From an optimization exercise on the open Yosys and OpenROAD flow, aimed at small area, a short achievable clock period and few clock cycles per item; shortcuts taken in it are not production practice.
At most, simulation tests tie the RTL to the original design; equivalence was not proved.
The RTL of runs 2 to 5 was laid out without a check of its function.

`flow/run.sh`:
```
#!/bin/bash
# synth_recipe.tcl (not shown) runs the flow's synth.tcl, then flattens the netlist and writes it again
# the make line also repeats each setting of config.mk as NAME=value (left out here)
make -C /OpenROAD-flow-scripts/flow DESIGN_CONFIG=/design/flow/config.mk WORK_HOME=/design/flow/orfs CLKGATE_MAP_FILE= SYNTH_SCRIPT=/design/flow/synth_recipe.tcl finish
```
`flow/design.v`:
```
module sqrt_binary_search (
    input  logic        clk,
    input  logic        rst,         
    input  logic        valid_in,
    input  logic [15:0] x,           
    output logic [15:0] x_sqrt,      
    output logic        valid_out
);
    typedef enum logic [1:0] {IDLE, PROCESSING, DONE} state_t;
    state_t c_state;
    localparam ITERATIONS = 12;
    logic          [15:0] low, high, mid;
    logic          [23:0] x_reg;       
    logic          [31:0] mid_sq;
    logic unsigned [4:0]  iterations;
    assign mid    = (high + low) >> 1;
    assign mid_sq = mid * mid;
    always_ff @(posedge clk) begin
        if (rst) begin
            c_state   <= IDLE;
            valid_out <= 1'b0;
        end else begin
            case (c_state)
                IDLE: begin
                    valid_out  <= 1'b0;
                    iterations <= 0;
                    if (valid_in) begin
                        x_reg   <= {x, 8'd0};
                        high    <= 16'd4096;
                        low     <= 16'd0;
                        c_state <= PROCESSING;
                    end
                end
                PROCESSING: begin
                    iterations <= iterations + 1;
                    if (mid_sq == {8'd0, x_reg}) begin
                        low     <= mid;
                        c_state <= DONE;
                    end else begin
                        if (mid_sq < {8'd0, x_reg}) begin
                            low <= mid;
                        end else begin
                            high <= mid;
                        end
                        if (iterations == ITERATIONS - 1) begin
                            c_state <= DONE;
                        end
                    end
                end
                DONE: begin
                    valid_out <= 1'b1;
                    x_sqrt    <= low;
                    c_state   <= IDLE;
                end
                default: c_state <= IDLE;
            endcase
        end
    end
endmodule
```
`flow/constraint.sdc`:
```
create_clock -name core_clock -period 11.0 [get_ports {clk}]
set_input_delay 2.2000 -clock core_clock [delete_from_list [all_inputs] [get_ports {clk}]]
set_output_delay 2.2000 -clock core_clock [all_outputs]
set_load 0.01 [all_outputs]
```
`flow/config.mk`:
```
export PLATFORM = sky130hd
export DESIGN_NAME = sqrt_binary_search
export DESIGN_NICKNAME = sqrt_binary_search
export VERILOG_FILES = /design/flow/design.v
export SDC_FILE = /design/flow/constraint.sdc
export NUM_CORES = 4
export LEC_CHECK = 0
export CAP_MARGIN = 20
export CORE_MARGIN = 2
export CORE_UTILIZATION = 40
export SLEW_MARGIN = 20
```
==> results of run 1 <==
worst paths after layout:
path	from	end	slack (ps)	cells after the start
hold / removal	low[4]$_SDFFCE_PN0P_	x_sqrt[4]$_DFFE_PP_	460	0
setup reg to reg	low[0]$_SDFFCE_PN0P_	low[12]$_SDFFCE_PN0P_	930	37
hold reg to reg	low[4]$_SDFFCE_PN0P_	x_sqrt[4]$_DFFE_PP_	460	0
setup / recovery	low[0]$_SDFFCE_PN0P_	low[12]$_SDFFCE_PN0P_	930	37
synth_stat cells, drive strengths merged (6+ instances only):
| master | instances | area [µm²] |
|---|---|---|
| o21ai | 21 | 105 |
| a31oi | 6 | 37.5 |
| nor3 | 7 | 35.0 |
| o21a | 6 | 45.0 |
| o31ai | 6 | 50.1 |
| nand2 | 90 | 338 |
| xor2 | 14 | 130 |
| edfxtp | 66 | 1980 |
| nor2 | 108 | 415 |
| clkbuf | 8 | 30.0 |
| nand3 | 17 | 85.1 |
| inv | 211 | 792 |
| a21o | 15 | 113 |
| nand4 | 7 | 43.8 |
| buf | 9 | 56.3 |
| and2 | 7 | 46.3 |
| ha | 120 | 1500 |
| fa | 140 | 2800 |
| and3 | 6 | 37.5 |
| xnor2 | 29 | 262 |
| a21oi | 49 | 253 |
critical path: cells and delay by family (launching register included):
family | cells | cell delay, ps
AOI/OAI and AO/OA | 10 | 2170
xor gates and xnor gates | 2 | 590
adders and majority gates | 9 | 4070
buffers and inverters | 5 | 870
DFF | 1 | 410
and+or+nand+nor | 11 | 1650
area by class of cell:
cell class                 count  area [µm²]  area share (%)
multi-input combinational    702        6770            62.5
tap                          319         399            3.68
clock inverter                 7         121            1.12
clock buffer                   9         225            2.08
inverter                     215         807            7.45
sequential                    69        2040            18.8
timing repair buffer          51         468            4.32
stage by stage:
stage / cell area [µm²] / std cells / setup slack (ps)
after detailed placement: 10500 / 1356 / 1030
after CTS: 10800 / 1372 / 986
after global placement: 10500 / 1356 / 1270
after global routing: 10800 / 1372 / 271
final: 10800 / 1372 / 928
after floorplan: 9700 / 1003 / 1720
kinds of logic after synthesis:
family	after synthesis	share of synthesized area, %
XOR/XNOR	43	4.04
flip-flops	69	21.1
AO/OA/AOI/OAI	132	9.03
multiplexers	3	0.335
adder cells (fa/ha/maj)	260	44.4
other	1	0.0387
AND/OR/NAND/NOR	263	11.9
buffers and inverters	232	9.21
layer usage:
| metal | up-vias | wire length [µm] | global-route usage (%) |
|---|---|---|---|
| met3 | 33 | 1040 | 2.34 |
| met2 | 185 | 10300 | 29.4 |
| li1 | 3314 | - | - |
| met5 | - | 0 | 0 |
| met4 | 0 | 463 | 5.50 |
| met1 | 3329 | 9910 | 24.7 |
==> out/results.md, run 1 <==
| Step | Result | Reported |
| --- | --- | --- |
| outcome | Result of the run | no timing/DRC/antenna violations |
| final layout | Core Util, Final | 45.9% |
| logic synthesis | Yosys reg bits | 69 |
| sta | Unrepaired setup endpoints after global routing | false |
| detailed routing | ANT nets after route | 0 |
| final layout | Most frequent standard cell in the layout excluding fill and tap cells | sky130_fd_sc_hd__inv_1 |
| detailed routing | Number of DRC markers after the initial detailed-route iteration | 436 |
| sta | Largest clock skew in the final design | 14.7 ps |
| detailed routing | DRC violations left | 0 |
| detailed routing | Wire length after detailed routing | 21.7 mm |
| detailed routing | Average wire length per cell after detail routing | 15.9 µm |
| detailed routing | Routed via count | 6861 |
| grt | Largest net degree at the start of global routing | 21 |
| clock network | CTS Root Buffer Type | sky130_fd_sc_hd__clkbuf_16 |
| grt | Global-route wire length before repair | 36.1 mm |
| clock network | Number of buffers inserted by hold repair at cts | 0 |
| clock network | CTS tree | built |
| floorplanning | Horiz. Die Dim | 160 µm |
| place | Number of port buffers | 34 |
| critical path | Cell with the largest stage delay on the worst path | sky130_fd_sc_hd__fa_1 |
| logic synthesis | Number of distinct library cells after synthesis | 68 |
| final layout | Flip-flop count of the largest register, all copies and words added | 16 |
| clock network | Setup bufs post-CTS | 0 |
| clock network | Clock Tree Buf Depth | 2 |
| critical path | Highest cell delay on the worst timing path | 550 ps |
| final layout | Most frequent cells in the layout | sky130_fd_sc_hd__inv_1, sky130_fd_sc_hd__fa_1, sky130_fd_sc_hd__ha_1, sky130_fd_sc_hd__nor2_1, sky130_fd_sc_hd__nand2_1 |
| hold path | Path category of the worst min-delay check | reg -> reg |
| floorplanning | Site row count | 56 |
| final layout | Filler cell count in the final layout | 2241 |
| final layout | Share of final-layout standard cells stronger than drive strength 1 | 5.60% |
| critical path | Kind of end point of the critical path | flip-flop |
| sta | Max Clock Freq | 0.0993 GHz |
| final layout | Final layout net count | 1327 |
| floorplanning | Area of the core | 0.0236 mm² |
| detailed routing | Number of optimization iterations in the first detailed-route pass | 5 |
| sta | Relative max-transition margin | 32.8% |
| grt | Via count of the first global-routing pass | 7100 |
| sta | Worst Max-Slew Pin Slew | 1010 ps |
| clock network | # clock sinks | 69 |
| clock network | Deepest level of the CTS H-tree | 3 |
| floorplanning | Area of the die | 0.0255 mm² |
| place | HPWL after detailed placement | 17.9 mm |
| clock network | Clock input transition at the sequential cells of the worst setup and hold paths | 60 ps |
| logic synthesis | Post-synth EDFFs | 66 |
| job | Count of max-cap constraint violations | 0 |
| grt | Overall track demand over capacity in global routing | 17.9% |
| logic synthesis | Async set-reset flop share out of synthesis | 0% |
| grt | Antenna violations before repair | 0 |
| critical path | Required time reported for the critical path endpoint | 11020 ps |
| sta | Post-layout min period | 10070 ps |
| logic synthesis | Portion of the post-synthesis area used by sequential elements | 21.1% |
| critical path | Startpoint type of the worst setup path | flip-flop |
| clock network | Clock insertion delay at the later pin of the skew report | 350 ps |
| logic synthesis | Mean post-synth cell area | 9.67 µm² |
| sta | Total of endpoints with negative setup slack in the final report | 0 |
| place | Final weighted congestion in routability-driven placement | 0.877 |
| sta | Pins over their slew limit | 0 |
| critical path | Largest fanout of any net on the critical path | 15 |
| logic synthesis | Post-Synthesis Cells | 1003 |
| floorplanning | Die Height | 160 µm |
| logic synthesis | Number of warnings reported in the yosys synthesis log | 1 |
| sta | Final TNS setup | 0 ps |
| sta | Number of hold violations in the final report | 0 |
| final layout | Antenna Diode Count | 0 |
| critical path | Most common cell type on the critical path | sky130_fd_sc_hd__fa_1 |
| sta | Crit share post-route | 91.6% |
| detailed routing | Via density | 5.00 |
| logic synthesis | Flip-flop cell with the highest count after synthesis | sky130_fd_sc_hd__edfxtp_1 |
| floorplanning | Starting density of the core | 41.1% |
| clock network | Post-cts sizing count | 0 |
| final layout | Synth-to-Final Area Change | 11.7% |
| sta | Worst hold margin | 457 ps |
| critical path | Data arrival at the endpoint of the critical path | 10100 ps |
| logic synthesis | Synth Cell Area | 0.00970 mm² |
| critical path | Critical path class | reg -> reg |
| grt | Congestion Overflow GR | 0 |
| floorplanning | I/O pin total | 36 |
| clock network | Clock buffer count from CTS | 9 |
Testbench counts, summed over its fixed seeds: cycles 3,664,952, items 262,144.
==> inputs of run 2 (changes only) <==
==> flow/design.v (replaced) <==
module sqrt_binary_search (
    input  logic        clk,
    input  logic        rst,         
    input  logic        valid_in,
    input  logic [15:0] x,           
    output logic [15:0] x_sqrt,      
    output logic        valid_out
);
    wire [2:0] s_a0 = {1'b0, x[15:14]};
    wire [3:0] s_d0 = {1'b0, s_a0} - {2'b00, 2'b01};
    wire s_g0 = ~s_d0[3];
    wire [0:0] s_q1 = s_g0;
    wire [1:0] s_r1 = s_g0 ? s_d0[1:0] : s_a0[1:0];
    wire [3:0] s_a1 = {s_r1, x[13:12]};
    wire [4:0] s_d1 = {1'b0, s_a1} - {2'b00, {s_q1, 2'b01}};
    wire s_g1 = ~s_d1[4];
    wire [1:0] s_q2 = {s_q1, s_g1};
    wire [2:0] s_r2 = s_g1 ? s_d1[2:0] : s_a1[2:0];
    wire [4:0] s_a2 = {s_r2, x[11:10]};
    wire [5:0] s_d2 = {1'b0, s_a2} - {2'b00, {s_q2, 2'b01}};
    wire s_g2 = ~s_d2[5];
    wire [2:0] s_q3 = {s_q2, s_g2};
    wire [3:0] s_r3 = s_g2 ? s_d2[3:0] : s_a2[3:0];
    wire [5:0] s_a3 = {s_r3, x[9:8]};
    wire [6:0] s_d3 = {1'b0, s_a3} - {2'b00, {s_q3, 2'b01}};
    wire s_g3 = ~s_d3[6];
    wire [3:0] s_q4 = {s_q3, s_g3};
    wire [4:0] s_r4 = s_g3 ? s_d3[4:0] : s_a3[4:0];
    wire [6:0] s_a4 = {s_r4, x[7:6]};
    wire [7:0] s_d4 = {1'b0, s_a4} - {2'b00, {s_q4, 2'b01}};
    wire s_g4 = ~s_d4[7];
    wire [4:0] s_q5 = {s_q4, s_g4};
    wire [5:0] s_r5 = s_g4 ? s_d4[5:0] : s_a4[5:0];
    wire [7:0] s_a5 = {s_r5, x[5:4]};
    wire [8:0] s_d5 = {1'b0, s_a5} - {2'b00, {s_q5, 2'b01}};
    wire s_g5 = ~s_d5[8];
    wire [5:0] s_q6 = {s_q5, s_g5};
    wire [6:0] s_r6 = s_g5 ? s_d5[6:0] : s_a5[6:0];
    wire [8:0] s_a6 = {s_r6, x[3:2]};
    wire [9:0] s_d6 = {1'b0, s_a6} - {2'b00, {s_q6, 2'b01}};
    wire s_g6 = ~s_d6[9];
    wire [6:0] s_q7 = {s_q6, s_g6};
    wire [7:0] s_r7 = s_g6 ? s_d6[7:0] : s_a6[7:0];
    logic [6:0] q_r;
    logic [7:0] r_r;
    logic [1:0] x_r;
    logic v_r;
    always_ff @(posedge clk) begin
        if (rst) v_r <= 1'b0;
        else     v_r <= valid_in;
        q_r <= s_q7;
        r_r <= s_r7;
        x_r <= x[1:0];
    end
    wire [9:0] t_a7 = {r_r, x_r[1:0]};
    wire [10:0] t_d7 = {1'b0, t_a7} - {2'b00, {q_r, 2'b01}};
    wire t_g7 = ~t_d7[10];
    wire [7:0] t_q8 = {q_r, t_g7};
    wire [8:0] t_r8 = t_g7 ? t_d7[8:0] : t_a7[8:0];
    wire [10:0] t_a8 = {t_r8, 2'b00};
    wire [11:0] t_d8 = {1'b0, t_a8} - {2'b00, {t_q8, 2'b01}};
    wire t_g8 = ~t_d8[11];
    wire [8:0] t_q9 = {t_q8, t_g8};
    wire [9:0] t_r9 = t_g8 ? t_d8[9:0] : t_a8[9:0];
    wire [11:0] t_a9 = {t_r9, 2'b00};
    wire [12:0] t_d9 = {1'b0, t_a9} - {2'b00, {t_q9, 2'b01}};
    wire t_g9 = ~t_d9[12];
    wire [9:0] t_q10 = {t_q9, t_g9};
    wire [10:0] t_r10 = t_g9 ? t_d9[10:0] : t_a9[10:0];
    wire [12:0] t_a10 = {t_r10, 2'b00};
    wire [13:0] t_d10 = {1'b0, t_a10} - {2'b00, {t_q10, 2'b01}};
    wire t_g10 = ~t_d10[13];
    wire [10:0] t_q11 = {t_q10, t_g10};
    wire [11:0] t_r11 = t_g10 ? t_d10[11:0] : t_a10[11:0];
    wire [13:0] t_a11 = {t_r11, 2'b00};
    wire [14:0] t_d11 = {1'b0, t_a11} - {2'b00, {t_q11, 2'b01}};
    wire t_g11 = ~t_d11[14];
    wire [11:0] t_q12 = {t_q11, t_g11};
    assign x_sqrt    = {4'd0, t_q12};
    assign valid_out = v_r;
endmodule
--- a/flow/config.mk
+++ b/flow/config.mk
@@ -8,4 +8,5 @@
 export CAP_MARGIN = 20
 export CORE_MARGIN = 2
 export CORE_UTILIZATION = 40
+export SETUP_SLACK_MARGIN = 3
 export SLEW_MARGIN = 20
==> out/results.md, run 2 <==
| Step | Result | Reported | vs previous |
| --- | --- | --- | --- |
| sta | Minimum setup slack in the final design | 456 ps | was 928 ps |
| detailed routing | Average wire length per cell after detail routing | 15.9 µm | about the same |
| logic synthesis | Number of distinct library cells after synthesis | 66 | was 68 |
| detailed routing | Via density | 5.44 | was 5.00 |
| detailed routing | Routed via count | 4331 | was 6861 |
| logic synthesis | Count leader, synth | sky130_fd_sc_hd__ha_1 | was sky130_fd_sc_hd__inv_1 |
| logic synthesis | Mean post-synth cell area | 7.48 µm² | was 9.67 µm² |
| critical path | Kind of end point of the critical path | primary output | was flip-flop |
| critical path | Highest cell delay on the worst timing path | 370 ps | was 550 ps |
| place | Number of port buffers | 31 | was 34 |
| grt | Global-route wire length before repair | 19.5 mm | was 36.1 mm |
| logic synthesis | Portion of netlist area occupied by mux cells | 4.69% | was 0.335% |
| place | Worst setup timing slack at the placement stage | -23.8 ps | was 1030 ps |
| logic synthesis | Portion of the post-synthesis area used by sequential elements | 9.19% | was 21.1% |
| final layout | Share of final-layout standard cells stronger than drive strength 1 | 42.1% | was 5.60% |
| sta | Number of hold violations in the final report | 0 | unchanged |
| place | Cell count after placement | 691 | was 1356 |
| grt | Congestion Overflow GR | 0 | unchanged |
| final layout | Final layout net count | 753 | was 1327 |
| final layout | Core Util, Final | 64.5% | was 45.9% |
| floorplanning | Die Height | 103 µm | was 160 µm |
| floorplanning | Area of the die | 0.0106 mm² | was 0.0255 mm² |
| logic synthesis | Post-synthesis share of cell area spent on full adders, half adders and majority gates | 22.7% | was 44.4% |
| sta | Relative max-transition margin | 62.6% | was 32.8% |
| logic synthesis | Cell type with the largest total area after synthesis | sky130_fd_sc_hd__ha_1 | was sky130_fd_sc_hd__fa_1 |
| logic synthesis | Flip-flop cell with the highest count after synthesis | sky130_fd_sc_hd__dfxtp_1 | was sky130_fd_sc_hd__edfxtp_1 |
| grt | Via count of the first global-routing pass | 4256 | was 7100 |
| floorplanning | I/O pin total | 36 | unchanged |
| sta | Final TNS setup | 0 ps | unchanged |
| outcome | Result of the run | no timing/DRC/antenna violations | unchanged |
| logic synthesis | Xor/xnor cell area share of the yosys netlist | 8.49% | was 4.04% |
| final layout | Finished layout cell area | 0.00622 mm² | was 0.0108 mm² |
| sta | Max Clock Freq | 0.0948 GHz | was 0.0993 GHz |
| clock network | CTS tree | built | unchanged |
| logic synthesis | Number of warnings reported in the yosys synthesis log | 1 | unchanged |
| sta | Total of endpoints with negative setup slack in the final report | 0 | unchanged |
| clock network | Number of buffers inserted by hold repair at cts | 0 | unchanged |
| detailed routing | Number of optimization iterations in the first detailed-route pass | 4 | was 5 |
| final layout | Most frequent standard cell in the layout excluding fill and tap cells | sky130_fd_sc_hd__buf_4 | was sky130_fd_sc_hd__inv_1 |
| clock network | Deepest level of the CTS H-tree | 1 | was 3 |
| floorplanning | Horiz. Die Dim | 103 µm | was 160 µm |
| detailed routing | DRC violations left | 0 | unchanged |
| floorplanning | Starting density of the core | 40.7% | was 41.1% |
| clock network | Clock Tree Buf Depth | 2 | unchanged |
| logic synthesis | Synth Cell Area | 0.00392 mm² | was 0.00970 mm² |
| detailed routing | ANT nets after route | 0 | unchanged |
| logic synthesis | Area share of the largest cell type after synthesis | 21.7% | was 28.9% |
| final layout | Count of placed standard cells in the final layout, fillers left out | 796 | was 1372 |
| clock network | Clock buffer count from CTS | 3 | was 9 |
| detailed routing | Wire length after detailed routing | 12.7 mm | was 21.7 mm |
| logic synthesis | Simple logic cell fraction of the synthesized area | 20.0% | was 11.9% |
| place | Final weighted congestion in routability-driven placement | 0.829 | was 0.877 |
| critical path | Cell with the largest stage delay on the worst path | sky130_fd_sc_hd__dfxtp_4 | was sky130_fd_sc_hd__fa_1 |
| final layout | Flip-flop count of the largest register, all copies and words added | 8 | was 16 |
| hold path | Path category of the worst min-delay check | in -> reg | was reg -> reg |
| detailed routing | Number of DRC markers after the initial detailed-route iteration | 118 | was 436 |
| final layout | Synth-to-Final Area Change | 58.7% | was 11.7% |
| grt | Antenna violations before repair | 0 | unchanged |
| grt | Overall track demand over capacity in global routing | 22.6% | was 17.9% |
| logic synthesis | Async set-reset flop share out of synthesis | 0% | unchanged |
| logic synthesis | Post-Synthesis Cells | 524 | was 1003 |
| sta | Worst Max-Slew Pin Slew | 558 ps | was 1010 ps |
| place | Placed inst area | 0.00476 mm² | was 0.0105 mm² |
| sta | Crit share post-route | 95.9% | was 91.6% |
| place | HPWL after detailed placement | 8.36 mm | was 17.9 mm |
| logic synthesis | Area contributors post-synth | sky130_fd_sc_hd__ha_1, sky130_fd_sc_hd__dfxtp_1, sky130_fd_sc_hd__a21oi_1 | was sky130_fd_sc_hd__fa_1, sky130_fd_sc_hd__edfxtp_1, sky130_fd_sc_hd__ha_1 |
| critical path | Required time reported for the critical path endpoint | 8800 ps | was 11020 ps |
| critical path | Critical path class | reg -> out | was reg -> reg |
| critical path | Largest fanout of any net on the critical path | 7 | was 15 |
| critical path | Startpoint type of the worst setup path | flip-flop | unchanged |
| critical path | Data arrival at the endpoint of the critical path | 8340 ps | was 10100 ps |
| logic synthesis | Post-synth top cells | sky130_fd_sc_hd__ha_1, sky130_fd_sc_hd__inv_1, sky130_fd_sc_hd__a21oi_1, sky130_fd_sc_hd__nor2_1, sky130_fd_sc_hd__nand2_1 | was sky130_fd_sc_hd__inv_1, sky130_fd_sc_hd__fa_1, sky130_fd_sc_hd__ha_1, sky130_fd_sc_hd__nor2_1, sky130_fd_sc_hd__nand2_1 |
| sta | Post-layout min period | 10540 ps | was 10070 ps |
| logic synthesis | Share of the synthesized area in compound gates (AO/OA/AOI/OAI) | 26.9% | was 9.03% |
| sta | Unrepaired setup endpoints after global routing | true | was false |
| logic synthesis | Post-synth EDFFs | 0 | was 66 |
| job | Count of max-cap constraint violations | 0 | unchanged |
| logic synthesis | Main combinational cell family by area after synthesis | compound AO/OA/AOI/OAI gates | was adder cells |
| floorplanning | Site row count | 36 | was 56 |
| final layout | Leading registers by flop count | r_r x8, q_r x7, x_r x2 |  |
| sta | Pins over their slew limit | 0 | unchanged |
| final layout | Antenna Diode Count | 0 | unchanged |
| clock network | # clock sinks | 18 | was 69 |
| clock network | CTS Root Buffer Type | sky130_fd_sc_hd__clkbuf_8 | was sky130_fd_sc_hd__clkbuf_16 |
| logic synthesis | Yosys reg bits | 18 | was 69 |
| grt | Largest net degree at the start of global routing | 12 | was 21 |
| final layout | Most frequent cells in the layout | sky130_fd_sc_hd__buf_4, sky130_fd_sc_hd__ha_1, sky130_fd_sc_hd__inv_1, sky130_fd_sc_hd__nor2_1, sky130_fd_sc_hd__nand2_1 | was sky130_fd_sc_hd__inv_1, sky130_fd_sc_hd__fa_1, sky130_fd_sc_hd__ha_1, sky130_fd_sc_hd__nor2_1, sky130_fd_sc_hd__nand2_1 |
| clock network | Clock input transition at the sequential cells of the worst setup and hold paths | 80 ps | was 60 ps |
| critical path | Most common cell type on the critical path | sky130_fd_sc_hd__buf_4 | was sky130_fd_sc_hd__fa_1 |
| floorplanning | Area of the core | 0.00964 mm² | was 0.0236 mm² |
| final layout | Filler cell count in the final layout | 811 | was 2241 |
==> run 2: routing by layer <==
metal  GRT usage [%]  wire [µm]
met5               0          0
met4            5.36        238
met3            2.85        345
met2            42.6       6690
met1            27.1       5400
==> run 2: metrics by stage <==
stage,hold WS (ps)
3_3_place_gp,2660
2_1_floorplan,2230
3_5_place_dp,2650
4_1_cts,2310
6_report,2320
5_1_grt,2350
==> run 2: cells by family (layout without fill, tap and decap cells) <==
group	after synthesis	count (layout)
simple gates	157	157
compound gates	154	154
fa+ha+maj	70	70
buf+inv	70	206
xor+xnor	38	38
flops	18	18
mux	16	16
other cells	1	4
==> run 2: worst max-delay path: cells and delay by family, from the launching register on <==
kind	cells	cell delay (ps)
AO/OA/AOI/OAI	17	2930
adder cells (fa/ha/maj)	4	1070
buffers and inverters	19	2240
flip-flops	1	370
multiplexers	1	310
AND/OR/NAND/NOR	8	1140
==> run 2: final timing paths <==
| path | from | end | depth (start not counted) |
|---|---|---|---|
| worst max-delay path | q_r[5]$_DFF_P_ | x_sqrt[0] | 49 |
| worst min-delay path | x[14] | q_r[6]$_DFF_P_ | 2 |
==> run 2: area by class of cell <==
type                    instances  area, µm²  share of cell area [%]
flip-flops and latches         18        372                    5.97
repair buffers                149       1270                    20.4
well taps                     133        166                    2.67
multi-input cells             439       4110                    66.0
clock buffers                   4       55.1                   0.885
inverters                      53        251                    4.04
==> run 2: what timing repair did <==
action | in CTS | in global routing
setup buffers | 81 | 20
resized for setup | 110 | 53
pin swaps | 70 | 37
setup endpoints to repair | 13 | 12
endpoints found under the hold margin | 0 | 0
==> inputs of run 3 (changes only) <==
--- a/flow/config.mk
+++ b/flow/config.mk
@@ -8,5 +8,4 @@
 export CAP_MARGIN = 20
 export CORE_MARGIN = 2
 export CORE_UTILIZATION = 40
-export SETUP_SLACK_MARGIN = 3
 export SLEW_MARGIN = 20
==> out/results.md, run 3 <==
| Step | Result | Reported | vs previous |
| --- | --- | --- | --- |
| logic synthesis | Async set-reset flop share out of synthesis | 0% | unchanged |
| floorplanning | Area of the core | 0.00964 mm² | unchanged |
| sta | Post-layout min period | 10440 ps | was 10540 ps |
| critical path | Highest cell delay on the worst timing path | 340 ps | was 370 ps |
| logic synthesis | Post-Synthesis Cells | 524 | unchanged |
| logic synthesis | Area share of the largest cell type after synthesis | 21.7% | unchanged |
| floorplanning | Die Height | 103 µm | unchanged |
| logic synthesis | Area contributors post-synth | sky130_fd_sc_hd__ha_1, sky130_fd_sc_hd__dfxtp_1, sky130_fd_sc_hd__a21oi_1 | unchanged |
| detailed routing | Number of DRC markers after the initial detailed-route iteration | 126 | was 118 |
| critical path | Most common cell type on the critical path | sky130_fd_sc_hd__a21oi_2 | was sky130_fd_sc_hd__buf_4 |
| place | Final weighted congestion in routability-driven placement | 0.915 | was 0.829 |
| detailed routing | Wire length after detailed routing | 10.8 mm | was 12.7 mm |
| grt | Global-route wire length before repair | 17.8 mm | was 19.5 mm |
| final layout | Share of final-layout standard cells stronger than drive strength 1 | 18.8% | was 42.1% |
| clock network | CTS Root Buffer Type | sky130_fd_sc_hd__clkbuf_8 | unchanged |
| critical path | Critical path buffers and inverters | 4 | was 19 |
| final layout | Most frequent standard cell in the layout excluding fill and tap cells | sky130_fd_sc_hd__ha_1 | was sky130_fd_sc_hd__buf_4 |
| sta | Number of hold violations in the final report | 0 | unchanged |
| clock network | Clock buffer count from CTS | 3 | unchanged |
| grt | Congestion Overflow GR | 0 | unchanged |
| critical path | Last element of the critical path | x_sqrt[0] | unchanged |
| final layout | Core Util, Final | 50.5% | was 64.5% |
| clock network | Clock input transition at the sequential cells of the worst setup and hold paths | 80 ps | about the same |
| detailed routing | Average wire length per cell after detail routing | 14.9 µm | was 15.9 µm |
| logic synthesis | Number of warnings reported in the yosys synthesis log | 1 | unchanged |
| floorplanning | I/O pin total | 36 | unchanged |
| final layout | Flip-flop count of the largest register, all copies and words added | 8 | unchanged |
| final layout | Leading registers by flop count | r_r x8, q_r x7, x_r x2 | unchanged |
| detailed routing | Number of optimization iterations in the first detailed-route pass | 4 | unchanged |
| final layout | Final layout net count | 682 | was 753 |
| sta | Relative max-transition margin | 61.6% | was 62.6% |
| detailed routing | Via density | 5.37 | was 5.44 |
| logic synthesis | Cell type with the largest total area after synthesis | sky130_fd_sc_hd__ha_1 | unchanged |
| logic synthesis | Yosys reg bits | 18 | unchanged |
| place | Number of port buffers | 31 | unchanged |
| sta | Total of endpoints with negative setup slack in the final report | 0 | unchanged |
| critical path | Largest fanout of any net on the critical path | 6 | was 7 |
| floorplanning | Area of the die | 0.0106 mm² | unchanged |
| clock network | Number of buffers inserted by hold repair at cts | 0 | unchanged |
| final layout | Antenna Diode Count | 0 | unchanged |
| floorplanning | Horiz. Die Dim | 103 µm | unchanged |
| sta | Pins over their slew limit | 0 | unchanged |
| logic synthesis | Flip-flop cell with the highest count after synthesis | sky130_fd_sc_hd__dfxtp_1 | unchanged |
| clock network | Clock Tree Buf Depth | 2 | unchanged |
| job | Count of max-cap constraint violations | 0 | unchanged |
| clock network | # clock sinks | 18 | unchanged |
| detailed routing | DRC violations left | 0 | unchanged |
| critical path | Kind of end point of the critical path | primary output | unchanged |
| floorplanning | Site row count | 36 | unchanged |
| clock network | CTS tree | built | unchanged |
| critical path | Crit path depth | 45 | was 49 |
| place | HPWL after detailed placement | 9.14 mm | was 8.36 mm |
| critical path | Delay-heaviest family, CP | compound AO/OA/AOI/OAI gates | unchanged |
| logic synthesis | Synth Cell Area | 0.00392 mm² | unchanged |
| sta | Unrepaired setup endpoints after global routing | false | was true |
| clock network | Deepest level of the CTS H-tree | 1 | unchanged |
| floorplanning | Starting density of the core | 40.7% | unchanged |
| final layout | Count of placed standard cells in the final layout, fillers left out | 725 | was 796 |
| logic synthesis | Post-synth EDFFs | 0 | unchanged |
| final layout | Synth-to-Final Area Change | 24.2% | was 58.7% |
| critical path | Critical path startpoint | q_r[1]$_DFF_P_ | was q_r[5]$_DFF_P_ |
| place | Cell count after placement | 712 | was 691 |
| final layout | Most frequent cells in the layout | sky130_fd_sc_hd__ha_1, sky130_fd_sc_hd__inv_1, sky130_fd_sc_hd__buf_4, sky130_fd_sc_hd__nor2_1, sky130_fd_sc_hd__nand2_1 | was sky130_fd_sc_hd__buf_4, sky130_fd_sc_hd__ha_1, sky130_fd_sc_hd__inv_1, sky130_fd_sc_hd__nor2_1, sky130_fd_sc_hd__nand2_1 |
| critical path | Data arrival at the endpoint of the critical path | 8240 ps | was 8340 ps |
| hold path | Path category of the worst min-delay check | in -> reg | unchanged |
| sta | Crit share post-route | 94.9% | was 95.9% |
| logic synthesis | Number of distinct library cells after synthesis | 66 | unchanged |
| logic synthesis | Post-synth top cells | sky130_fd_sc_hd__ha_1, sky130_fd_sc_hd__inv_1, sky130_fd_sc_hd__a21oi_1, sky130_fd_sc_hd__nor2_1, sky130_fd_sc_hd__nand2_1 | unchanged |
| grt | Overall track demand over capacity in global routing | 20.7% | was 22.6% |
| critical path | Required time reported for the critical path endpoint | 8800 ps | about the same |
| grt | Largest net degree at the start of global routing | 14 | was 12 |
| critical path | Critical path class | reg -> out | unchanged |
| grt | Via count of the first global-routing pass | 3779 | was 4256 |
| critical path | Startpoint type of the worst setup path | flip-flop | unchanged |
| logic synthesis | Count leader, synth | sky130_fd_sc_hd__ha_1 | unchanged |
| place | Placed inst area | 0.00459 mm² | was 0.00476 mm² |
| detailed routing | Routed via count | 3891 | was 4331 |
| critical path | Cell with the largest stage delay on the worst path | sky130_fd_sc_hd__ha_1 | was sky130_fd_sc_hd__dfxtp_4 |
| sta | Worst Max-Slew Pin Slew | 573 ps | was 558 ps |
| grt | Antenna violations before repair | 0 | unchanged |
| sta | Max Clock Freq | 0.0958 GHz | was 0.0948 GHz |
| outcome | Result of the run | no timing/DRC/antenna violations | unchanged |
| logic synthesis | Mean post-synth cell area | 7.48 µm² | unchanged |
| detailed routing | ANT nets after route | 0 | unchanged |
| final layout | Finished layout cell area | 0.00487 mm² | was 0.00622 mm² |
| logic synthesis | Portion of the post-synthesis area used by sequential elements | 9.19% | unchanged |
[run 3: cell types whose count changed in the layout (fill, tap and decap cells not counted), sizes merged]
cell	previous run	this run
buf	124	47
dlymetal6s2s	0	2
clkinvlp	2	0
inv	51	53
clkdlybuf4s50	25	29
[run 3: cell type report]
class,instances,area (µm²)
Clock buffer,4,55.1
Timing Repair Buffer,78,672
Fill cell,982,4770
Sequential cell,18,362
Multi-Input combinational cell,439,3410
Inverter,53,201
Tap cell,133,166
[run 3: metrics by stage]
stage	setup TNS [ps]	setup slack [ps]	hold slack (ps)
2_1_floorplan	0	22.0	2230
3_3_place_gp	0	12.0	2660
3_5_place_dp	-97.5	-70.1	2670
4_1_cts	0	6.20	2390
5_1_grt	0	0.590	2390
6_report	0	558	2380
[run 3: worst min path at each step]
stage,startpoint,depth (start not counted),endpoint
after floorplan,x[0],0,x_r[0]$_DFF_P_
after global placement,x[1],1,x_r[1]$_DFF_P_
after detailed placement,x[1],1,x_r[1]$_DFF_P_
after CTS,x[1],1,x_r[1]$_DFF_P_
after global routing,x[1],1,x_r[1]$_DFF_P_
final,x[1],1,x_r[1]$_DFF_P_
[run 3: timing repair]
item / in CTS / in global routing
buffers inserted: 4 / 5
gates resized for setup: 12 / 29
cloned: 0 / 0
endpoints found under the setup margin: 1 / 10
pin swaps: 5 / 10
[run 3: metal layers]
| metal | vias up | track usage (%) | wire [µm] |
|---|---|---|---|
| met4 | 0 | 4.45 | 172 |
| met3 | 16 | 2.51 | 192 |
| met1 | 1823 | 26.0 | 5070 |
| met5 | - | 0 | 0 |
| li1 | 2012 | - | - |
| met2 | 40 | 37.8 | 5370 |
[run 3: kinds of logic after synthesis]
group / share of synthesized area (%)
DFF: 9.19
xor gates and xnor gates: 8.49
adders and majority gates: 22.7
other: 0.0957
and+or+nand+nor: 20.0
buffers and inverters: 7.88
AOI/OAI and AO/OA: 26.9
muxes: 4.69
==> inputs of run 4 (changes only) <==
--- a/flow/config.mk
+++ b/flow/config.mk
@@ -5,6 +5,7 @@
 export SDC_FILE = /design/flow/constraint.sdc
 export NUM_CORES = 4
 export LEC_CHECK = 0
+export ABC_AREA = 1
 export CAP_MARGIN = 20
 export CORE_MARGIN = 2
 export CORE_UTILIZATION = 40
==> out/results.md, run 4 <==
| Step | Result | Reported | vs previous |
| --- | --- | --- | --- |
| detailed routing | Number of DRC markers after the initial detailed-route iteration | 136 | was 126 |
| critical path | Critical path class | reg -> out | unchanged |
| outcome | Result of the run | no timing/DRC/antenna violations | unchanged |
| sta | Crit share post-route | 93.4% | was 94.9% |
| detailed routing | DRC violations left | 0 | unchanged |
| final layout | Finished layout cell area | 0.00461 mm² | was 0.00487 mm² |
| critical path | Required time reported for the critical path endpoint | 8800 ps | about the same |
| floorplanning | Horiz. Die Dim | 102 µm | was 103 µm |
| final layout | Core Util, Final | 49.6% | was 50.5% |
| logic synthesis | Count leader, synth | sky130_fd_sc_hd__nand2_1 | was sky130_fd_sc_hd__ha_1 |
| critical path | Startpoint type of the worst setup path | flip-flop | unchanged |
| final layout | Final layout net count | 709 | was 682 |
| place | Placed inst area | 0.00433 mm² | was 0.00459 mm² |
| clock network | # clock sinks | 18 | unchanged |
| sta | Worst hold margin | 2410 ps | was 2380 ps |
| clock network | Clock input transition at the sequential cells of the worst setup and hold paths | 60 ps | was 80 ps |
| logic synthesis | Async set-reset flop share out of synthesis | 0% | unchanged |
| sta | Final TNS setup | 0 ps | unchanged |
| detailed routing | Via density | 4.91 | was 5.37 |
| logic synthesis | Area contributors post-synth | sky130_fd_sc_hd__ha_1, sky130_fd_sc_hd__nand2_1, sky130_fd_sc_hd__dfxtp_1 | was sky130_fd_sc_hd__ha_1, sky130_fd_sc_hd__dfxtp_1, sky130_fd_sc_hd__a21oi_1 |
| logic synthesis | Number of warnings reported in the yosys synthesis log | 1 | unchanged |
| grt | Global-route wire length before repair | 15.9 mm | was 17.8 mm |
| final layout | Most frequent standard cell in the layout excluding fill and tap cells | sky130_fd_sc_hd__nand2_1 | was sky130_fd_sc_hd__ha_1 |
| floorplanning | Starting density of the core | 41.5% | was 40.7% |
| final layout | Leading registers by flop count | r_r x8, q_r x7, x_r x2 | unchanged |
| final layout | Antenna Diode Count | 0 | unchanged |
| job | Count of max-cap constraint violations | 0 | unchanged |
| floorplanning | Area of the die | 0.0104 mm² | was 0.0106 mm² |
| critical path | Data arrival at the endpoint of the critical path | 8080 ps | was 8240 ps |
| critical path | Highest cell delay on the worst timing path | 470 ps | was 340 ps |
| final layout | Area taken by flip-flops and latches | 360 µm² | was 362 µm² |
| place | HPWL after detailed placement | 8.10 mm | was 9.14 mm |
| detailed routing | Average wire length per cell after detail routing | 12.5 µm | was 14.9 µm |
| final layout | Share of final-layout standard cells stronger than drive strength 1 | 16.2% | was 18.8% |
| critical path | Last element of the critical path | x_sqrt[0] | unchanged |
| place | Worst setup timing slack at the placement stage | 327 ps | was -70.1 ps |
| logic synthesis | Portion of the post-synthesis area used by sequential elements | 9.35% | was 9.19% |
| final layout | Most frequent cells in the layout | sky130_fd_sc_hd__nand2_1, sky130_fd_sc_hd__inv_1, sky130_fd_sc_hd__ha_1, sky130_fd_sc_hd__nand3_1, sky130_fd_sc_hd__clkdlybuf4s50_1 | was sky130_fd_sc_hd__ha_1, sky130_fd_sc_hd__inv_1, sky130_fd_sc_hd__buf_4, sky130_fd_sc_hd__nor2_1, sky130_fd_sc_hd__nand2_1 |
| grt | Largest net degree at the start of global routing | 15 | was 14 |
| floorplanning | I/O pin total | 36 | unchanged |
| floorplanning | Area of the core | 0.00928 mm² | was 0.00964 mm² |
| place | Cell count after placement | 734 | was 712 |
| final layout | Flip-flop count of the largest register, all copies and words added | 8 | unchanged |
| logic synthesis | Mean post-synth cell area | 6.71 µm² | was 7.48 µm² |
| sta | Minimum setup slack in the final design | 721 ps | was 558 ps |
| grt | Antenna violations before repair | 0 | unchanged |
| logic synthesis | Synth Cell Area | 0.00385 mm² | was 0.00392 mm² |
| clock network | Clock Tree Buf Depth | 2 | unchanged |
| logic synthesis | Flip-flop cell with the highest count after synthesis | sky130_fd_sc_hd__dfxtp_1 | unchanged |
| detailed routing | ANT nets after route | 0 | unchanged |
| clock network | Deepest level of the CTS H-tree | 1 | unchanged |
| logic synthesis | Cell type with the largest total area after synthesis | sky130_fd_sc_hd__ha_1 | unchanged |
| critical path | Most common cell type on the critical path | sky130_fd_sc_hd__nand2_1 | was sky130_fd_sc_hd__a21oi_2 |
| logic synthesis | Area share of the largest cell type after synthesis | 22.1% | was 21.7% |
| floorplanning | Die Height | 102 µm | was 103 µm |
| logic synthesis | Post-Synthesis Cells | 574 | was 524 |
| critical path | Critical path startpoint | q_r[3]$_DFF_P_ | was q_r[1]$_DFF_P_ |
| detailed routing | Routed via count | 3675 | was 3891 |
| clock network | CTS Root Buffer Type | sky130_fd_sc_hd__clkbuf_8 | unchanged |
| sta | Post-layout min period | 10280 ps | was 10440 ps |
| hold path | Path category of the worst min-delay check | in -> reg | unchanged |
| sta | Total of endpoints with negative setup slack in the final report | 0 | unchanged |
| critical path | Critical path buffers and inverters | 11 | was 4 |
| sta | Pins over their slew limit | 0 | unchanged |
| place | Number of port buffers | 31 | unchanged |
| critical path | Crit path depth | 54 | was 45 |
| logic synthesis | Number of distinct library cells after synthesis | 49 | was 66 |
| detailed routing | Number of optimization iterations in the first detailed-route pass | 6 | was 4 |
| critical path | Delay-heaviest family, CP | compound AO/OA/AOI/OAI gates | unchanged |
| sta | Max Clock Freq | 0.0973 GHz | was 0.0958 GHz |
| critical path | Kind of end point of the critical path | primary output | unchanged |
| final layout | Synth-to-Final Area Change | 19.6% | was 24.2% |
| logic synthesis | Post-synth top cells | sky130_fd_sc_hd__nand2_1, sky130_fd_sc_hd__inv_1, sky130_fd_sc_hd__ha_1, sky130_fd_sc_hd__a21oi_1 | was sky130_fd_sc_hd__ha_1, sky130_fd_sc_hd__inv_1, sky130_fd_sc_hd__a21oi_1, sky130_fd_sc_hd__nor2_1, sky130_fd_sc_hd__nand2_1 |
| clock network | CTS tree | built | unchanged |
| detailed routing | Wire length after detailed routing | 9.35 mm | was 10.8 mm |
| logic synthesis | Yosys reg bits | 18 | unchanged |
| critical path | Cell with the largest stage delay on the worst path | sky130_fd_sc_hd__clkdlybuf4s50_1 | was sky130_fd_sc_hd__ha_1 |
| clock network | Clock buffer count from CTS | 3 | unchanged |
| critical path | Largest fanout of any net on the critical path | 13 | was 6 |
| logic synthesis | Post-synth EDFFs | 0 | unchanged |
| grt | Congestion Overflow GR | 0 | unchanged |
| final layout | Count of placed standard cells in the final layout, fillers left out | 748 | was 725 |
| grt | Via count of the first global-routing pass | 3602 | was 3779 |
| place | Final weighted congestion in routability-driven placement | 0.903 | was 0.915 |
| final layout | Multi-input combinational cell area | 0.00319 mm² | was 0.00341 mm² |
| grt | Overall track demand over capacity in global routing | 18.7% | was 20.7% |
| final layout | Filler cell count in the final layout | 968 | was 982 |
| floorplanning | Site row count | 35 | was 36 |
| sta | Number of hold violations in the final report | 0 | unchanged |
-- run 4: metal layers --
layer  vias to the layer above  GRT usage (%)  part of all wire [%]
met5                         -              0                     0
met4                         0           4.10                   1.4
met3                         8           1.03                   1.7
met2                        36           37.4                    54
met1                      1657           21.7                    43
li1                       1974              -                     -
-- run 4: timing repair --
item                                    CTS  global route
gates resized for setup                   0            37
buffers inserted                          0            10
endpoints found under the setup margin    0             1
hold buffers                              0             0
-- run 4: logic make-up after synthesis --
group                    Yosys count  synth area share (%)
XOR/XNOR                          34                  7.92
buffers and inverters            107                  11.7
flip-flops                        18                  9.35
AO/OA/AOI/OAI                    108                  16.1
adder cells (fa/ha/maj)           70                  23.1
AND/OR/NAND/NOR                  235                  31.4
multiplexers                       1                 0.260
other                              1                0.0973
-- run 4: how the worst min path moves through the flow --
stage / start / to / depth (start not counted)
2_1_floorplan: x[0] / x_r[0]$_DFF_P_ / 0
3_3_place_gp: x[0] / x_r[0]$_DFF_P_ / 1
3_5_place_dp: x[0] / x_r[0]$_DFF_P_ / 1
4_1_cts: x[0] / x_r[0]$_DFF_P_ / 1
5_1_grt: x[0] / x_r[0]$_DFF_P_ / 1
6_report: x[0] / x_r[0]$_DFF_P_ / 1
-- run 4: cell type report --
| type | count | area share (%) |
|---|---|---|
| Tap cell | 129 | 3.50 |
| Inverter | 94 | 8.23 |
| Sequential cell | 18 | 7.82 |
| Multi-Input combinational cell | 452 | 69.3 |
| Timing Repair Buffer | 51 | 9.99 |
| Clock buffer | 4 | 1.20 |
==> inputs of run 5 (changes only) <==
--- a/flow/design.v
+++ b/flow/design.v
@@ -41,26 +41,24 @@
     wire s_g6 = ~s_d6[9];
     wire [6:0] s_q7 = {s_q6, s_g6};
     wire [7:0] s_r7 = s_g6 ? s_d6[7:0] : s_a6[7:0];
-    logic [6:0] q_r;
-    logic [7:0] r_r;
-    logic [1:0] x_r;
+    wire [9:0] s_a7 = {s_r7, x[1:0]};
+    wire [10:0] s_d7 = {1'b0, s_a7} - {2'b00, {s_q7, 2'b01}};
+    wire s_g7 = ~s_d7[10];
+    wire [7:0] s_q8 = {s_q7, s_g7};
+    wire [8:0] s_r8 = s_g7 ? s_d7[8:0] : s_a7[8:0];
+    logic [7:0] q_r;
+    logic [8:0] r_r;
     logic v_r;
     always_ff @(posedge clk) begin
         if (rst) v_r <= 1'b0;
         else     v_r <= valid_in;
-        q_r <= s_q7;
-        r_r <= s_r7;
-        x_r <= x[1:0];
+        q_r <= s_q8;
+        r_r <= s_r8;
     end
-    wire [9:0] t_a7 = {r_r, x_r[1:0]};
-    wire [10:0] t_d7 = {1'b0, t_a7} - {2'b00, {q_r, 2'b01}};
-    wire t_g7 = ~t_d7[10];
-    wire [7:0] t_q8 = {q_r, t_g7};
-    wire [8:0] t_r8 = t_g7 ? t_d7[8:0] : t_a7[8:0];
-    wire [10:0] t_a8 = {t_r8, 2'b00};
-    wire [11:0] t_d8 = {1'b0, t_a8} - {2'b00, {t_q8, 2'b01}};
+    wire [10:0] t_a8 = {r_r, 2'b00};
+    wire [11:0] t_d8 = {1'b0, t_a8} - {2'b00, {q_r, 2'b01}};
     wire t_g8 = ~t_d8[11];
-    wire [8:0] t_q9 = {t_q8, t_g8};
+    wire [8:0] t_q9 = {q_r, t_g8};
     wire [9:0] t_r9 = t_g8 ? t_d8[9:0] : t_a8[9:0];
     wire [11:0] t_a9 = {t_r9, 2'b00};
     wire [12:0] t_d9 = {1'b0, t_a9} - {2'b00, {t_q9, 2'b01}};
==> out/results.md, run 5 <==
| Step | Result | Reported | vs previous |
| --- | --- | --- | --- |
| floorplanning | Starting density of the core | 40.9% | was 41.5% |
| floorplanning | Horiz. Die Dim | 104 µm | was 102 µm |
| clock network | Clock input transition at the sequential cells of the worst setup and hold paths | 60 ps | about the same |
| final layout | Leading registers by flop count | r_r x9, q_r x8, v_r x1 | was r_r x8, q_r x7, x_r x2 |
| place | Placed inst area | 0.00440 mm² | was 0.00433 mm² |
| logic synthesis | Post-synth top cells | sky130_fd_sc_hd__nand2_1, sky130_fd_sc_hd__inv_1, sky130_fd_sc_hd__ha_1, sky130_fd_sc_hd__o21ai_0, sky130_fd_sc_hd__nand3_1 | was sky130_fd_sc_hd__nand2_1, sky130_fd_sc_hd__inv_1, sky130_fd_sc_hd__ha_1, sky130_fd_sc_hd__a21oi_1 |
| detailed routing | DRC violations left | 0 | unchanged |
| logic synthesis | Post-Synthesis Cells | 639 | was 574 |
| logic synthesis | Synth Cell Area | 0.00398 mm² | was 0.00385 mm² |
| final layout | Final layout net count | 781 | was 709 |
| logic synthesis | Cell type with the largest total area after synthesis | sky130_fd_sc_hd__ha_1 | unchanged |
| critical path | Required time reported for the critical path endpoint | 11140 ps | was 8800 ps |
| place | Worst setup timing slack at the placement stage | -204 ps | was 327 ps |
| floorplanning | Area of the die | 0.0108 mm² | was 0.0104 mm² |
| logic synthesis | Flip-flop cell with the highest count after synthesis | sky130_fd_sc_hd__dfxtp_1 | unchanged |
| logic synthesis | Area share of the largest cell type after synthesis | 21.4% | was 22.1% |
| critical path | Startpoint type of the worst setup path | primary input | was flip-flop |
| logic synthesis | Portion of the post-synthesis area used by sequential elements | 9.05% | was 9.35% |
| critical path | Cell with the largest stage delay on the worst path | sky130_fd_sc_hd__clkdlybuf4s50_1 | unchanged |
| hold path | Path category of the worst min-delay check | in -> reg | unchanged |
| critical path | Kind of end point of the critical path | flip-flop | was primary output |
| logic synthesis | Mean post-synth cell area | 6.23 µm² | was 6.71 µm² |
| grt | Congestion Overflow GR | 0 | unchanged |
| logic synthesis | Number of warnings reported in the yosys synthesis log | 1 | unchanged |
| sta | Max Clock Freq | 0.0986 GHz | was 0.0973 GHz |
| clock network | Deepest level of the CTS H-tree | 1 | unchanged |
| grt | Largest net degree at the start of global routing | 19 | was 15 |
| critical path | Most common cell type on the critical path | sky130_fd_sc_hd__nand2_1 | unchanged |
| detailed routing | Wire length after detailed routing | 9.70 mm | was 9.35 mm |
| place | HPWL after detailed placement | 8.17 mm | was 8.10 mm |
| critical path | Data arrival at the endpoint of the critical path | 10280 ps | was 8080 ps |
| grt | Overall track demand over capacity in global routing | 17.6% | was 18.7% |
| grt | Via count of the first global-routing pass | 3787 | was 3602 |
| place | Number of port buffers | 31 | unchanged |
| final layout | Core Util, Final | 48.4% | was 49.6% |
| logic synthesis | Number of distinct library cells after synthesis | 41 | was 49 |
| final layout | Finished layout cell area | 0.00471 mm² | was 0.00461 mm² |
| final layout | Antenna Diode Count | 0 | unchanged |
| floorplanning | I/O pin total | 36 | unchanged |
| detailed routing | Routed via count | 3967 | was 3675 |
| sta | Unrepaired setup endpoints after global routing | false |  |
| logic synthesis | Post-synth EDFFs | 0 | unchanged |
| floorplanning | Die Height | 104 µm | was 102 µm |
| clock network | CTS Root Buffer Type | sky130_fd_sc_hd__clkbuf_8 | unchanged |
| detailed routing | ANT nets after route | 0 | unchanged |
| critical path | Highest cell delay on the worst timing path | 450 ps | was 470 ps |
| clock network | Clock buffer count from CTS | 3 | unchanged |
| outcome | Result of the run | no timing/DRC/antenna violations | unchanged |
| clock network | # clock sinks | 18 | unchanged |
| grt | Global-route wire length before repair | 16.3 mm | was 15.9 mm |
| logic synthesis | Async set-reset flop share out of synthesis | 0% | unchanged |
| sta | Total of endpoints with negative setup slack in the final report | 0 | unchanged |
| floorplanning | Site row count | 36 | was 35 |
| job | Count of max-cap constraint violations | 0 | unchanged |
| clock network | Clock Tree Buf Depth | 2 | unchanged |
| final layout | Synth-to-Final Area Change | 18.3% | was 19.6% |
| critical path | Critical path class | in -> reg | was reg -> out |
| final layout | Share of final-layout standard cells stronger than drive strength 1 | 12.4% | was 16.2% |
| sta | Pins over their slew limit | 0 | unchanged |
| logic synthesis | Yosys reg bits | 18 | unchanged |
| grt | Antenna violations before repair | 0 | unchanged |
| detailed routing | Number of DRC markers after the initial detailed-route iteration | 112 | was 136 |
| final layout | Flip-flop count of the largest register, all copies and words added | 9 | was 8 |
| sta | Crit share post-route | 92.2% | was 93.4% |
| detailed routing | Via density | 4.81 | was 4.91 |
| final layout | Most frequent cells in the layout | sky130_fd_sc_hd__nand2_1, sky130_fd_sc_hd__inv_1, sky130_fd_sc_hd__ha_1, sky130_fd_sc_hd__o21ai_0, sky130_fd_sc_hd__nand3_1 | was sky130_fd_sc_hd__nand2_1, sky130_fd_sc_hd__inv_1, sky130_fd_sc_hd__ha_1, sky130_fd_sc_hd__nand3_1, sky130_fd_sc_hd__clkdlybuf4s50_1 |
| place | Final weighted congestion in routability-driven placement | 0.898 | was 0.903 |
| floorplanning | Area of the core | 0.00973 mm² | was 0.00928 mm² |
| detailed routing | Average wire length per cell after detail routing | 11.8 µm | was 12.5 µm |
| logic synthesis | Count leader, synth | sky130_fd_sc_hd__nand2_1 | unchanged |
| critical path | Largest fanout of any net on the critical path | 12 | was 13 |
| detailed routing | Number of optimization iterations in the first detailed-route pass | 4 | was 6 |
| final layout | Most frequent standard cell in the layout excluding fill and tap cells | sky130_fd_sc_hd__nand2_1 | unchanged |
| sta | Post-layout min period | 10140 ps | was 10280 ps |
| logic synthesis | Area contributors post-synth | sky130_fd_sc_hd__ha_1, sky130_fd_sc_hd__nand2_1, sky130_fd_sc_hd__inv_1 | was sky130_fd_sc_hd__ha_1, sky130_fd_sc_hd__nand2_1, sky130_fd_sc_hd__dfxtp_1 |
| clock network | CTS tree | built | unchanged |
| sta | Minimum setup slack in the final design | 858 ps | was 721 ps |
| clock network | Number of buffers inserted by hold repair at cts | 0 | unchanged |
| sta | Number of hold violations in the final report | 0 | unchanged |
-- run 5: changes by cell type after synthesis, sizes merged, moves of 3 or more --
cell    before  now
a21oi       34   31
a31oi        1    5
inv         93  109
nand2      147  184
nand3       41   52
nand3b       4    1
nand4        7    4
nor2        26   42
o21ai       51   54
o21bai       7    0
xnor2       13    8
xor2        21   28
-- run 5: cell families (layout without fill, tap and decap cells) --
kind of cell	after synthesis	after routing	share of synthesized area, %
XOR/XNOR	36	36	7.92
flip-flops	18	18	9.05
other	1	4	0.0942
multiplexers	1	1	0.252
adder cells (fa/ha/maj)	70	70	22.4
AO/OA/AOI/OAI	100	100	13.7
buffers and inverters	122	171	12.5
AND/OR/NAND/NOR	291	291	34.1
-- run 5: final timing paths --
kind | start | to | slack [ps] | cells past startpoint
max | x[13] | r_r[1]$_DFF_P_ | 860 | 61
min | valid_in | v_r$_SDFF_PP0_ | 2470 | 3
-- run 5: routing by layer --
metal  vias up  routed length, µm  track usage, %
li1       2160                  -               -
met1      1750               4490            21.3
met2        45               4930            34.2
met3        12                152            1.01
met4         0                134            2.99
met5         -                  0               0
-- run 5: layout make-up --
type,instances,area [µm²]
clock buffers,4,55.1
fillers,1003,5020
inverters,109,430
multi-input cells,502,3180
flip-flops and latches,18,360
well taps,133,166
repair buffers,57,508
repair inverters,1,5.00
-- run 5: metrics by stage --
stage          std cells  hold WS (ps)  setup TNS, ps
2_1_floorplan        642          2270              0
3_3_place_gp         795          2720           -297
3_5_place_dp         795          2730          -1870
4_1_cts              799          2470              0
5_1_grt              824          2490              0
6_report             824          2470              0
-- run 5: timing repair --
item	in CTS	in global routing
resized for setup	0	23
endpoints found under the setup margin	0	11
buffers inserted	0	24
-- run 5: critical path, delay by kind of cell --
kind | cells | cell delay [ps]
AND/OR/NAND/NOR | 29 | 2630
AO/OA/AOI/OAI | 8 | 1140
buffers and inverters | 17 | 2050
adder cells (fa/ha/maj) | 7 | 2230
==> inputs of run 6 (changes only) <==
--- a/flow/design.v
+++ b/flow/design.v
@@ -36,29 +36,31 @@
     wire s_g5 = ~s_d5[8];
     wire [5:0] s_q6 = {s_q5, s_g5};
     wire [6:0] s_r6 = s_g5 ? s_d5[6:0] : s_a5[6:0];
-    wire [8:0] s_a6 = {s_r6, x[3:2]};
-    wire [9:0] s_d6 = {1'b0, s_a6} - {2'b00, {s_q6, 2'b01}};
-    wire s_g6 = ~s_d6[9];
-    wire [6:0] s_q7 = {s_q6, s_g6};
-    wire [7:0] s_r7 = s_g6 ? s_d6[7:0] : s_a6[7:0];
-    wire [9:0] s_a7 = {s_r7, x[1:0]};
-    wire [10:0] s_d7 = {1'b0, s_a7} - {2'b00, {s_q7, 2'b01}};
-    wire s_g7 = ~s_d7[10];
-    wire [7:0] s_q8 = {s_q7, s_g7};
-    wire [8:0] s_r8 = s_g7 ? s_d7[8:0] : s_a7[8:0];
-    logic [7:0] q_r;
-    logic [8:0] r_r;
+    logic [5:0] q_r;
+    logic [6:0] r_r;
+    logic [3:0] x_r;
     logic v_r;
     always_ff @(posedge clk) begin
         if (rst) v_r <= 1'b0;
         else     v_r <= valid_in;
-        q_r <= s_q8;
-        r_r <= s_r8;
+        q_r <= s_q6;
+        r_r <= s_r6;
+        x_r <= x[3:0];
     end
-    wire [10:0] t_a8 = {r_r, 2'b00};
-    wire [11:0] t_d8 = {1'b0, t_a8} - {2'b00, {q_r, 2'b01}};
+    wire [8:0] t_a6 = {r_r, x_r[3:2]};
+    wire [9:0] t_d6 = {1'b0, t_a6} - {2'b00, {q_r, 2'b01}};
+    wire t_g6 = ~t_d6[9];
+    wire [6:0] t_q7 = {q_r, t_g6};
+    wire [7:0] t_r7 = t_g6 ? t_d6[7:0] : t_a6[7:0];
+    wire [9:0] t_a7 = {t_r7, x_r[1:0]};
+    wire [10:0] t_d7 = {1'b0, t_a7} - {2'b00, {t_q7, 2'b01}};
+    wire t_g7 = ~t_d7[10];
+    wire [7:0] t_q8 = {t_q7, t_g7};
+    wire [8:0] t_r8 = t_g7 ? t_d7[8:0] : t_a7[8:0];
+    wire [10:0] t_a8 = {t_r8, 2'b00};
+    wire [11:0] t_d8 = {1'b0, t_a8} - {2'b00, {t_q8, 2'b01}};
     wire t_g8 = ~t_d8[11];
-    wire [8:0] t_q9 = {q_r, t_g8};
+    wire [8:0] t_q9 = {t_q8, t_g8};
     wire [9:0] t_r9 = t_g8 ? t_d8[9:0] : t_a8[9:0];
     wire [11:0] t_a9 = {t_r9, 2'b00};
     wire [12:0] t_d9 = {1'b0, t_a9} - {2'b00, {t_q9, 2'b01}};
--- a/flow/config.mk
+++ b/flow/config.mk
@@ -5,7 +5,6 @@
 export SDC_FILE = /design/flow/constraint.sdc
 export NUM_CORES = 4
 export LEC_CHECK = 0
-export ABC_AREA = 1
 export CAP_MARGIN = 20
 export CORE_MARGIN = 2
 export CORE_UTILIZATION = 40
==> out/results.md, run 6 <==
| Step | Result | Reported | vs previous |
| --- | --- | --- | --- |
| sta | Pins over their slew limit | 0 | unchanged |
| detailed routing | Wire length after detailed routing | 12.3 mm | was 9.70 mm |
| detailed routing | Number of DRC markers after the initial detailed-route iteration | 104 | was 112 |
| hold path | Path category of the worst min-delay check | in -> reg | unchanged |
| sta | Total of endpoints with negative setup slack in the final report | 1 | was 0 |
| job | Count of max-cap constraint violations | 0 | unchanged |
| sta | Minimum setup slack in the final design | -654 ps | was 858 ps |
| sta | Final TNS setup | -654 ps | was 0 ps |
| critical path | Cell with the largest stage delay on the worst path | sky130_fd_sc_hd__dfxtp_4 | was sky130_fd_sc_hd__clkdlybuf4s50_1 |
| critical path | Data arrival at the endpoint of the critical path | 9450 ps | was 10280 ps |
| critical path | Startpoint type of the worst setup path | flip-flop | was primary input |
| grt | Global-route wire length before repair | 20.9 mm | was 16.3 mm |
| outcome | Result of the run | finished with violations | was no timing/DRC/antenna violations |
| final layout | Core Util, Final | 60.9% | was 48.4% |
| clock network | Clock buffer count from CTS | 3 | unchanged |
| outcome | Layout violations | negative setup slack |  |
| final layout | Count of placed standard cells in the final layout, fillers left out | 827 | was 824 |
| sta | Max Clock Freq | 0.0858 GHz | was 0.0986 GHz |
| floorplanning | I/O pin total | 36 | unchanged |
| final layout | Share of final-layout standard cells stronger than drive strength 1 | 37.2% | was 12.4% |
| logic synthesis | Cell type with the largest total area after synthesis | sky130_fd_sc_hd__ha_1 | unchanged |
| final layout | Filler cell count in the final layout | 891 | was 1003 |
| logic synthesis | Post-Synthesis Cells | 533 | was 639 |
| detailed routing | Via density | 5.35 | was 4.81 |
| final layout | Flip-flop count of the largest register, all copies and words added | 7 | was 9 |
| floorplanning | Area of the core | 0.0102 mm² | was 0.00973 mm² |
| logic synthesis | Main combinational cell family by area after synthesis | compound AO/OA/AOI/OAI gates | was simple AND/OR/NAND/NOR gates |
| logic synthesis | Post-synthesis share of cell area spent on full adders, half adders and majority gates | 21.4% | was 22.4% |
| final layout | Final layout net count | 781 | unchanged |
| logic synthesis | Mean post-synth cell area | 7.80 µm² | was 6.23 µm² |
| place | Final weighted congestion in routability-driven placement | 0.850 | was 0.898 |
| detailed routing | Average wire length per cell after detail routing | 14.9 µm | was 11.8 µm |
| final layout | Synth-to-Final Area Change | 49.2% | was 18.3% |
| logic synthesis | Share of the synthesized area in compound gates (AO/OA/AOI/OAI) | 27.2% | was 13.7% |
| place | Cell count after placement | 812 | was 795 |
| floorplanning | Starting density of the core | 40.8% | was 40.9% |
| final layout | Multi-input combinational cell area | 0.00401 mm² | was 0.00318 mm² |
| sta | Number of hold violations in the final report | 0 | unchanged |
| logic synthesis | Simple logic cell fraction of the synthesized area | 18.0% | was 34.1% |
| detailed routing | ANT nets after route | 0 | unchanged |
| clock network | Clock input transition at the sequential cells of the worst setup and hold paths | 80 ps | was 60 ps |
| logic synthesis | Post-synth EDFFs | 0 | unchanged |
| clock network | Deepest level of the CTS H-tree | 1 | unchanged |
| sta | Post-layout min period | 11650 ps | was 10140 ps |
| logic synthesis | Xor/xnor cell area share of the yosys netlist | 8.85% | was 7.92% |
| floorplanning | Die Height | 106 µm | was 104 µm |
| critical path | Critical path class | reg -> out | was in -> reg |
| logic synthesis | Number of warnings reported in the yosys synthesis log | 1 | unchanged |
==> run 6: changes by cell type in the layout (fill, tap and decap cells not counted), moves of 21 or more <==
cell                      change
sky130_fd_sc_hd__nand3_1     -35
sky130_fd_sc_hd__nand2_1    -145
sky130_fd_sc_hd__inv_1       -59
sky130_fd_sc_hd__ha_1        -21
sky130_fd_sc_hd__buf_4      +107
sky130_fd_sc_hd__o21ai_0     -27
==> run 6: critical path: cells and delay by family, from the launching register on <==
kind / cells / cell delay (ps)
flops: 1 / 360
mux: 3 / 910
compound gates: 25 / 4210
fa+ha+maj: 6 / 1450
simple gates: 9 / 1430
buf+inv: 7 / 670
xor+xnor: 1 / 120
==> run 6: cell families after synthesis <==
| family | after synthesis |
|---|---|
| AND/OR/NAND/NOR | 141 |
| AO/OA/AOI/OAI | 165 |
| buffers and inverters | 69 |
| multiplexers | 27 |
| adder cells (fa/ha/maj) | 70 |
| flip-flops | 18 |
| other | 1 |
| XOR/XNOR | 42 |
==> run 6: per-stage QoR <==
step	hold slack, ps	setup WS (ps)
final	2350	-654
after global routing	2360	-1120
after CTS	2350	-676
after detailed placement	2660	-867
after global placement	2650	-620
after floorplan	2230	-511
==> run 6: metal layers <==
metal	share of wire, %	global-route usage, %
met1	45	27.1
met2	51	42.6
met3	2.5	1.96
met4	1.7	5.92
met5	0	0
==> run 6: worst min-delay path by stage <==
stage	slack, ps	endpoint	cells after the start	startpoint
6_report	2350	x_r[2]$_DFF_P_	1	x[2]
5_1_grt	2360	x_r[1]$_DFF_P_	1	x[1]
4_1_cts	2350	x_r[2]$_DFF_P_	1	x[2]
3_5_place_dp	2660	x_r[1]$_DFF_P_	1	x[1]
3_3_place_gp	2650	x_r[3]$_DFF_P_	1	x[3]
2_1_floorplan	2230	x_r[0]$_DFF_P_	0	x[0]
==> run 6: cell type report <==
type / count / share of cell area, %
tap: 136 / 2.74
inverter: 49 / 3.51
multi-input combinational: 450 / 64.5
clock buffer: 4 / 0.726
sequential: 18 / 6.09
timing repair buffer: 170 / 22.4
==> run 6: what timing repair did <==
item,CTS,global route
gates resized for setup,30,19
setup buffers,7,3
gates cloned,1,0
setup endpoints to repair,2,2
hold endpoints to repair,0,0
pin swaps,13,21
Testbench counts of run 6, summed over its fixed seeds: cycles 262,148, items 262,144.

## re-timing with driven ports
Ports are ideal in the flow. The routed layouts listed here were re-timed in OpenROAD.
Step 1 assumes that a clkbuf_16 drives the clock port and a buf_2 every other input.
Step 2 times the ports against the registers' clock, not the clock port: input delays grow and output delays shrink by t, the midpoint of the rising clock arrivals with the driver on.
Slacks: no drivers / after step 1 / after step 2; pairs: no drivers / after step 1.
run | t (ns) | setup WS [ns] | hold WS [ns] | clock arrival spread, ns
run 1 | 0.389 | 0.928 / 0.928 / 0.928 | 0.457 / 0.457 / 0.457 | 0.015 / 0.015
run 2 | 0.286 | 0.456 / 0.427 / 0.714 | 2.323 / 2.317 / 2.604 | 0.009 / 0.009
run 3 | 0.285 | 0.558 / 0.529 / 0.382 | 2.384 / 2.386 / 2.671 | 0.010 / 0.010
run 4 | 0.272 | 0.721 / 0.695 / 0.967 | 2.414 / 2.412 / 2.684 | 0.000 / 0.000
run 5 | 0.276 | 0.858 / 0.859 / 0.583 | 2.470 / 2.466 / 2.742 | 0.013 / 0.012
run 6 | 0.308 | -0.654 / -0.682 / -0.374 | 2.354 / 2.349 / 2.657 | 0.005 / 0.005
For run 5, which loses most, drivers alone change the setup slack by +0.001 ns; drivers and shift together by -0.275 ns.
